Context: an optimization exercise on an open-source flow, tuned for small area, a short achievable clock period and few clock cycles. The choices shown serve that exercise and are no tape-out recipe. Only simulation tests tie the RTL to the original design; equivalence was not proved. Power figures rest on the tool's default switching activity, not on a simulated workload.

==> flow/design.v <==
module registers (
	input				axi_clk,
	input		[11:0]	h2f_axi_awid,
	input		[29:0]	h2f_axi_awaddr,
	input				h2f_axi_awvalid,
	output	reg			h2f_axi_awready,
	input		[31:0]	h2f_axi_wdata,
	input		[3:0]	h2f_axi_wstrb,
	input				h2f_axi_wlast,
	input				h2f_axi_wvalid,
	output	reg			h2f_axi_wready,
	output		[11:0]	h2f_axi_bid,
	output		[1:0]	h2f_axi_bresp,
	output	reg			h2f_axi_bvalid,
	input				h2f_axi_bready,
	input		[11:0]	h2f_axi_arid,
	input		[29:0]	h2f_axi_araddr,
	input		[3:0]	h2f_axi_arlen,
	input				h2f_axi_arvalid,
	output	reg			h2f_axi_arready,
	output		[11:0]	h2f_axi_rid,
	output	reg	[31:0]	h2f_axi_rdata,
	output		[1:0]	h2f_axi_rresp,
	output	reg			h2f_axi_rlast,
	output	reg			h2f_axi_rvalid,
	input				h2f_axi_rready,
	input		[31:0]	reg_fpga_rev,
	input				reg_sw1_4,
	input				reg_sw1_3,
	input				reg_sw1_2,
	input				reg_sw1_1,
	output	reg			reg_jp3_4,
	output	reg			reg_jp3_3,
	output	reg			reg_jp3_2,
	output	reg			reg_jp3_1,
	output	reg			reg_led_8,
	output	reg			reg_led_7,
	output	reg			reg_led_6,
	input				reg_led_5,
	output	reg	[20:1]	reg_jp5,
	output	reg	[6:1]	reg_jp4_rxn,
	output	reg	[6:1]	reg_jp4_rxp,
	output	reg	[6:1]	reg_jp4_txn,
	output	reg	[6:1]	reg_jp4_txp,
	input				axi_rst
);
	assign h2f_axi_bresp = 2'b00;
	assign h2f_axi_rresp = 2'b00;
	reg		[11:0]	oid;
	assign h2f_axi_bid = oid;
	assign h2f_axi_rid = oid;
	reg				dir;		 
	reg				wact;		 
	reg				wfirst;		 
	reg				wbuf;		 
	reg				wapply;		 
	reg				bpend;		 
	reg				eng;		 
	reg				eng_new;	 
	reg		[4:0]	addr;		 
	reg		[3:0]	aux;		 
	reg		[11:0]	xid;		 
	reg		[3:0]	esel;		 
	wire aw_hs = h2f_axi_awvalid & h2f_axi_awready;
	wire w_hs  = h2f_axi_wvalid  & h2f_axi_wready;
	wire ar_hs = h2f_axi_arvalid & h2f_axi_arready;
	wire hs_id = aw_hs | ar_hs;
	wire [11:0] id_in = dir ? h2f_axi_arid : h2f_axi_awid;
	wire [3:0] hstb = {h2f_axi_rdata[31], h2f_axi_rdata[30], h2f_axi_rdata[23], h2f_axi_rdata[22]};
	wire [31:0] wcap = {h2f_axi_wstrb[3], h2f_axi_wstrb[2], h2f_axi_wdata[29:24],
	                    h2f_axi_wstrb[1], h2f_axi_wstrb[0], h2f_axi_wdata[21:0]};
	wire wk     = w_hs & (wact | aw_hs);		 
	wire lone_w = w_hs & ~wact & ~aw_hs;		 
	wire hb     = wbuf & aw_hs;					 
	wire bgen   = (wk & h2f_axi_wlast) | (hb & aux[0]);
	wire ob_free = ~h2f_axi_bvalid | h2f_axi_bready;
	wire wact_n   = (wact | aw_hs) & ~bgen;
	wire wfirst_n = aw_hs ? ~(w_hs | wbuf) : (wfirst & ~w_hs);
	wire wbuf_n   = (wbuf & ~aw_hs) | lone_w;
	wire wapply_n = wk | hb;
	wire bpend_n  = (bpend | bgen) & ~ob_free;
	wire bvalid_n = bgen | bpend | (h2f_axi_bvalid & ~h2f_axi_bready);
	wire out_free = ~h2f_axi_rvalid | h2f_axi_rready;
	wire rload    = (ar_hs | eng) & out_free;		 
	wire [3:0] rrem = eng ? aux : h2f_axi_arlen;
	wire [4:0] ra = h2f_axi_araddr[6:2];
	wire [3:0] adec = {ra == 5'd3, ra == 5'd2, ra == 5'd1, ra == 5'd0};
	wire [3:0] sel = eng ? esel : adec;
	wire [4:0] addr1 = addr + 5'd1;
	wire rfirst   = ar_hs | eng_new;
	wire eng_n    = rload ? (rrem != 4'd0) : (eng | ar_hs);
	wire eng_new_n = ~rload & (eng_new | ar_hs);
	wire rvalid_n = rload | (h2f_axi_rvalid & ~h2f_axi_rready);
	wire [31:0] w1 = {12'b0, reg_sw1_4, reg_sw1_3, reg_sw1_2, reg_sw1_1, 4'b0,
	                  reg_jp3_4, reg_jp3_3, reg_jp3_2, reg_jp3_1, 4'b0,
	                  reg_led_8, reg_led_7, reg_led_6, reg_led_5};
	wire [31:0] w2 = {12'b0, reg_jp5};
	wire [31:0] w3 = {2'b0, reg_jp4_rxn, 2'b0, reg_jp4_rxp, 2'b0, reg_jp4_txn, 2'b0, reg_jp4_txp};
	wire [3:0] rs = sel & {4{rload}};
	wire rs_w = ~rload & w_hs;
	wire rs_h = ~rload & ~w_hs;
	wire [31:0] rdata_n = ({32{rs[0]}} & reg_fpga_rev) | ({32{rs[1]}} & w1) |
	                      ({32{rs[2]}} & w2) | ({32{rs[3]}} & w3) |
	                      ({32{rs_w}} & wcap) | ({32{rs_h}} & h2f_axi_rdata);
	wire wbusy_n = wact_n | wbuf_n | bpend_n | bvalid_n | wapply_n;
	wire rbusy_n = rvalid_n | eng_n;
	wire wbusy   = wact | wbuf | bpend | h2f_axi_bvalid | wapply;
	wire rbusy   = h2f_axi_rvalid | eng;
	wire dir_n   = wbusy_n ? 1'b0 :
	               rbusy_n ? 1'b1 :
	               wbusy   ? 1'b1 :
	               rbusy   ? 1'b0 :
	               dir     ? ~(h2f_axi_awvalid | h2f_axi_wvalid) :
	                         h2f_axi_arvalid;
	wire widle_n = ~wact_n & ~bpend_n & ~rbusy_n & ~dir_n;
	always @(posedge axi_clk) begin
		if (axi_rst) begin
			dir             <= 1'b0;
			wact            <= 1'b0;
			wfirst          <= 1'b0;
			wbuf            <= 1'b0;
			wapply          <= 1'b0;
			bpend           <= 1'b0;
			eng             <= 1'b0;
			eng_new         <= 1'b0;
			h2f_axi_bvalid  <= 1'b0;
			h2f_axi_rvalid  <= 1'b0;
			h2f_axi_awready <= 1'b0;
			h2f_axi_wready  <= 1'b0;
			h2f_axi_arready <= 1'b0;
		end else begin
			dir             <= dir_n;
			wact            <= wact_n;
			wfirst          <= wfirst_n;
			wbuf            <= wbuf_n;
			wapply          <= wapply_n;
			bpend           <= bpend_n;
			eng             <= eng_n;
			eng_new         <= eng_new_n;
			h2f_axi_bvalid  <= bvalid_n;
			h2f_axi_rvalid  <= rvalid_n;
			h2f_axi_awready <= widle_n;
			h2f_axi_wready  <= wact_n | (widle_n & ~wbuf_n);
			h2f_axi_arready <= ~eng_n & ~wbusy_n & dir_n;
		end
	end
	always @(posedge axi_clk) begin
		if (aw_hs)
			addr <= h2f_axi_awaddr[6:2];
		else if (w_hs & ~wfirst & wact)
			addr <= addr1;
		else if (ar_hs)
			addr <= ra;
		else if (rload & ~eng_new)
			addr <= addr1;
		if (ar_hs)
			esel <= out_free ? {adec[2:0], ra == 5'd31} : adec;
		else if (rload)
			esel <= {esel[2:0], eng_new ? addr == 5'd31 : addr == 5'd30};
		if (lone_w)
			aux[0] <= h2f_axi_wlast;
		else if (dir)
			aux <= rload ? rrem - 4'd1 : rrem;
		if (hs_id)
			xid <= id_in;
		if ((bgen | bpend) & ob_free | rload & rfirst)
			oid <= hs_id ? id_in : xid;
		h2f_axi_rdata <= rdata_n;
		if (rload)
			h2f_axi_rlast <= (rrem == 4'd0);
	end
	wire wr1 = wapply & (addr == 5'd1);
	wire wr2 = wapply & (addr == 5'd2);
	wire wr3 = wapply & (addr == 5'd3);
	wire [31:0] wd1 = h2f_axi_rdata | {32{axi_rst}};		 
	wire [11:8] wd0 = h2f_axi_rdata[11:8] & {4{~axi_rst}};	 
	always @(posedge axi_clk) begin
		if (wr1 & hstb[1] | axi_rst) {reg_jp3_4, reg_jp3_3, reg_jp3_2, reg_jp3_1} <= wd0[11:8];
		if (wr1 & hstb[0] | axi_rst) {reg_led_8, reg_led_7, reg_led_6} <= wd1[3:1];
		if (wr2 & hstb[2] | axi_rst) reg_jp5[20:17] <= wd1[19:16];
		if (wr2 & hstb[1] | axi_rst) reg_jp5[16:9]  <= wd1[15:8];
		if (wr2 & hstb[0] | axi_rst) reg_jp5[8:1]   <= wd1[7:0];
		if (wr3 & hstb[3] | axi_rst) reg_jp4_rxn <= wd1[29:24];
		if (wr3 & hstb[2] | axi_rst) reg_jp4_rxp <= wd1[21:16];
		if (wr3 & hstb[1] | axi_rst) reg_jp4_txn <= wd1[13:8];
		if (wr3 & hstb[0] | axi_rst) reg_jp4_txp <= wd1[5:0];
	end
endmodule
Settings: LEC_CHECK=0, ABC_AREA=1, CAP_MARGIN=20, CORE_AREA=10 10 150 150, CTS_BUF_LIST=sky130_fd_sc_hd__clkbuf_8, CTS_CLUSTER_SIZE=40, DIE_AREA=0 0 160 160, PLACE_DENSITY=0.5, SETUP_SLACK_MARGIN=2.3, SLEW_MARGIN=20, TNS_END_PERCENT=20; clock period 4.0 ns.
standard.sh (not shown) runs the stock make flow with config.mk's settings and CLKGATE_MAP_FILE= SYNTH_SCRIPT=/design/flow/synth_recipe.tcl, a recipe that flattens the netlist after the stock synthesis.
==> flow/flow/run.sh <==
#!/bin/bash
set -euo pipefail
bash standard.sh 'BUFFER_PORTS_ARGS=-buffer_cell sky130_fd_sc_hd__buf_1' \
  'CTS_ARGS=-sink_clustering_enable -repair_clock_nets -buf_list sky130_fd_sc_hd__clkbuf_8 -sink_clustering_size 40 -dont_use_dummy_load' \
  finish > make.log 2>&1
Testbench counts at the start, summed over its fixed seeds: cycles 12,061.
Change:
CAP_MARGIN = 0   (was 20)
SETUP_SLACK_MARGIN = 2.2   (was 2.3)
SLEW_MARGIN = 0   (was 20)
The changed run completed without violations.
Sequential power barely changes.
Sequential cell count does not change.
Die area does not change.
Worst setup slack improves by 4.4 ps.
Global-route usage barely changes.
Synthesized cell count is unchanged.
Non-clock buffer count drops by 12.
Change:
CAP_MARGIN = 20   (was 0)
CORE_AREA = 10 10 170 170   (was 10 10 150 150)
DIE_AREA = 0 0 180 180   (was 0 0 160 160)
SLEW_MARGIN = 20   (was 0)
Total power increases by 2.0%.
Register-to-register slack improved by 40 ps.
Routed wire length rose by about 10%.
Sequential share of layout area came out lower by 0.93 points.
Combinational power rose by about 3%.
Via count grows by about 2%.
Die area climbs by 27%.
Change:
CORE_AREA = 10 10 140 140   (was 10 10 170 170)
DIE_AREA = 0 0 150 150   (was 0 0 180 180)
Outcome: The changed run completed without violations. Flip-flop and latch count stays the same. Synthesized area stays the same. Routed wire length is lower by a few percent.
Change:
CORE_AREA = 10 10 150 150   (was 10 10 140 140)
DIE_AREA = 0 0 160 160   (was 0 0 150 150)
SETUP_SLACK_MARGIN = 2.25   (was 2.2)
Total power climbs by 0.66%.
Final cell count came out higher by 4.8%.
Wire length fell by 1.7%.
Worst hold slack barely changes.
Clock skew is about the same.
Global-route usage drops by 2.5 points.

static timing again, ports no longer ideal:
The flow's constraints put no driver on any port. The routed layouts listed below were extracted and timed again, unchanged, in two steps. Step 1: set_driving_cell puts a clkbuf_16 on axi_clk and a buf_2 on each other input, an assumption about the parent block. Step 2 times the ports against the registers' clock, not the clock port: input delays grow and output delays shrink by t, the midpoint of the rising clock arrivals with the driver on. a / b / c = ideal / step 1 / step 2; a / b = the first two.
run	t, ns	slack for setup (ns)	worst setup path at the end	worst slew at a driven data input, ns
the first run	0.470	2.153 / 2.114 / 1.777	input to register	0.07
the second run	0.463	2.157 / 2.118 / 1.737	input to register	0.07
the third run	0.471	2.165 / 2.128 / 1.729	input to register	0.09
the fourth run	0.470	2.120 / 2.131 / 1.661	input to register	0.07
the fifth run	0.458	2.156 / 2.124 / 1.793	input to register	0.06
After both steps every run listed still meets setup and hold. The setup slack of the fourth run, which loses most, moves by +0.011 ns with the drivers and by -0.459 ns with both steps.
